What follows belongs to an exercise in optimizing a design on an open flow for small area, a short achievable clock period and few clock cycles per item; a production flow would make more cautious choices. Only simulation tests tie the RTL to the original design; equivalence was not proved. Power and IR drop assume default switching activity.

Setup of the previous run:
// top_sha
module top_sha(
    input          clk, rst, byte_rdy, byte_stop,
    input  [7:0]   data_in,
    output [255:0] Hash_Digest,
    output         hash_valid
);
    wire        stopped, rv, push;
    wire [6:0]  wc;
    wire [5:0]  rc;
    wire [31:0] in_word, w_cur, a, e, da, de;
    reg  [31:0] k_rom;
    m_pader_parser pad(
        .clk(clk), .rst(rst), .byte_rdy(byte_rdy), .byte_stop(byte_stop),
        .data_in(data_in), .stopped(stopped), .wc(wc), .rv(rv), .push(push),
        .in_word(in_word));
    wire use_exp = stopped & (|wc[6:4]);
    wire inj_e   = stopped & (wc >= 7'd62);
    wire inj_a   = stopped & (wc >= 7'd63);
    m_scheduler sch(
        .clk(clk), .push(push), .use_exp(use_exp), .in_word(in_word),
        .inj_a(inj_a), .inj_e(inj_e), .da(da), .de(de), .w_cur(w_cur), .digest(Hash_Digest[223:0]));
    interative_processing ip(
        .clk(clk), .rst(rst), .en(rv), .clr(~stopped & (wc == 7'd0)), .w(w_cur), .rc(rc), .k_next(k_rom),
        .a_out(a), .e_out(e));
    m_digest digest(.sel(wc[1:0]), .a_in(a), .e_in(e), .da(da), .de(de));
    assign Hash_Digest[255:224] = a;    
    reg hv;
    always @(posedge clk) begin
        if (!rst)
            hv <= 1'b0;
        else if (stopped && wc == 7'd65)
            hv <= 1'b1;
    end
    assign hash_valid = hv;
    always @(*) begin
        case (rc)
            6'd0: k_rom = 32'h71374491;
            6'd1: k_rom = 32'hb5c0fbcf;
            6'd2: k_rom = 32'he9b5dba5;
            6'd3: k_rom = 32'h3956c25b;
            6'd4: k_rom = 32'h59f111f1;
            6'd5: k_rom = 32'h923f82a4;
            6'd6: k_rom = 32'hab1c5ed5;
            6'd7: k_rom = 32'hd807aa98;
            6'd8: k_rom = 32'h12835b01;
            6'd9: k_rom = 32'h243185be;
            6'd10: k_rom = 32'h550c7dc3;
            6'd11: k_rom = 32'h72be5d74;
            6'd12: k_rom = 32'h80deb1fe;
            6'd13: k_rom = 32'h9bdc06a7;
            6'd14: k_rom = 32'hc19bf174;
            6'd15: k_rom = 32'he49b69c1;
            6'd16: k_rom = 32'hefbe4786;
            6'd17: k_rom = 32'h0fc19dc6;
            6'd18: k_rom = 32'h240ca1cc;
            6'd19: k_rom = 32'h2de92c6f;
  ...
Size in the first run: about 910 flip-flops, ~270 I/O pins, ~0.048 mm² of cells after synthesis.
Settings: LEC_CHECK=0, CAP_MARGIN=20, CORE_MARGIN=2, CORE_UTILIZATION=60, PLACE_DENSITY=0.7, SLEW_MARGIN=20; clock period 10.0 ns.
standard.sh (not shown) runs the stock make flow with config.mk's settings and CLKGATE_MAP_FILE= SYNTH_SCRIPT=/design/flow/synth_recipe.tcl, a recipe that flattens the netlist after the stock synthesis.
==> flow/flow/run.sh <==
#!/bin/bash
# Own flow: the standard ORFS flow (standard.sh, same synthesis, floorplan,
# placement, CTS and routing), with the timing repair aimed at a setup slack
# of 6 ns instead of 5 (SETUP_SLACK_MARGIN is capped at 5 in config.mk).
set -euo pipefail
bash standard.sh SETUP_SLACK_MARGIN=6 "BUFFER_PORTS_ARGS=-buffer_cell sky130_fd_sc_hd__buf_2" finish > standard_finish.log 2>&1
The previous run went all the way through the flow, and no timing, DRC or antenna check failed.
Testbench counts of the previous run, summed over its fixed seeds: cycles 33,646, messages 384.
### the previous run -> the current run
Settings: setting CTS_CLUSTER_SIZE to 20 for the first time; setting CTS_CLUSTER_DIAMETER to 100 for the first time.
==> flow/flow/run.sh <==
#!/bin/bash
# Own flow: the standard ORFS flow (standard.sh: the same synthesis,
# floorplan, placement, CTS and routing) with two changes:
#  - the timing repair aims at a setup slack of 6 ns (SETUP_SLACK_MARGIN is
#    capped at 5 in config.mk);
#  - the port buffers are sky130_fd_sc_hd__buf_2 instead of the default
#    clkdlybuf4s50_1 (every input and output still gets its buffer).
# The full make output is in standard_finish.log, each step's log in orfs/logs.
set -euo pipefail
bash standard.sh SETUP_SLACK_MARGIN=6 "BUFFER_PORTS_ARGS=-buffer_cell sky130_fd_sc_hd__buf_2" finish > standard_finish.log 2>&1
[summary]
- The wire length of the first global-routing pass of the current run was superior to that of the previous run.
- Min clock-pin slew reported for the worst setup and hold paths after clock tree synthesis across the current run and the previous run: the previous run
- In the current run, the setup slack of the worst register-to-register path came out 90 ps below the value in the previous run.
- The current run vs the previous run — critical path depth dropped 2.
- Summary — sequential share of layout area, the current run relative to the previous run: higher, by 1.3 points.
- Cell count: the current run lower than the previous run
- The cell-internal power in the previous run is 1.11 times that in the current run.

==> afterwards: timing with drivers on the ports <==
Ports are ideal in the flow. The routed layouts listed here were re-timed in OpenROAD.
Step 1 (the two cells are an assumption about what drives the block):
set clk [get_ports {clk}]
set_driving_cell -lib_cell sky130_fd_sc_hd__clkbuf_16 $clk
set_driving_cell -lib_cell sky130_fd_sc_hd__buf_2 [delete_from_list [all_inputs] $clk]
Step 2 moves the port delays by t, midway between the first and last clock arrival at a register: inputs arrive t later, outputs are due t later. That takes back most of the time a late clock gives input paths.
Three values: ideal, step 1, step 2; two values: the first two.
| run | t (ns) | setup WS [ns] | clock arrival spread, ns |
|---|---|---|---|
| the previous run | 0.734 | 5.939 / 5.939 / 5.495 | 0.045 / 0.046 |
| the current run | 0.725 | 5.848 / 5.848 / 5.467 | 0.058 / 0.058 |
After both steps every run listed still meets setup and hold. The setup slack of the previous run, which loses most, moves by 0.000 ns with the drivers and by -0.444 ns with both steps.
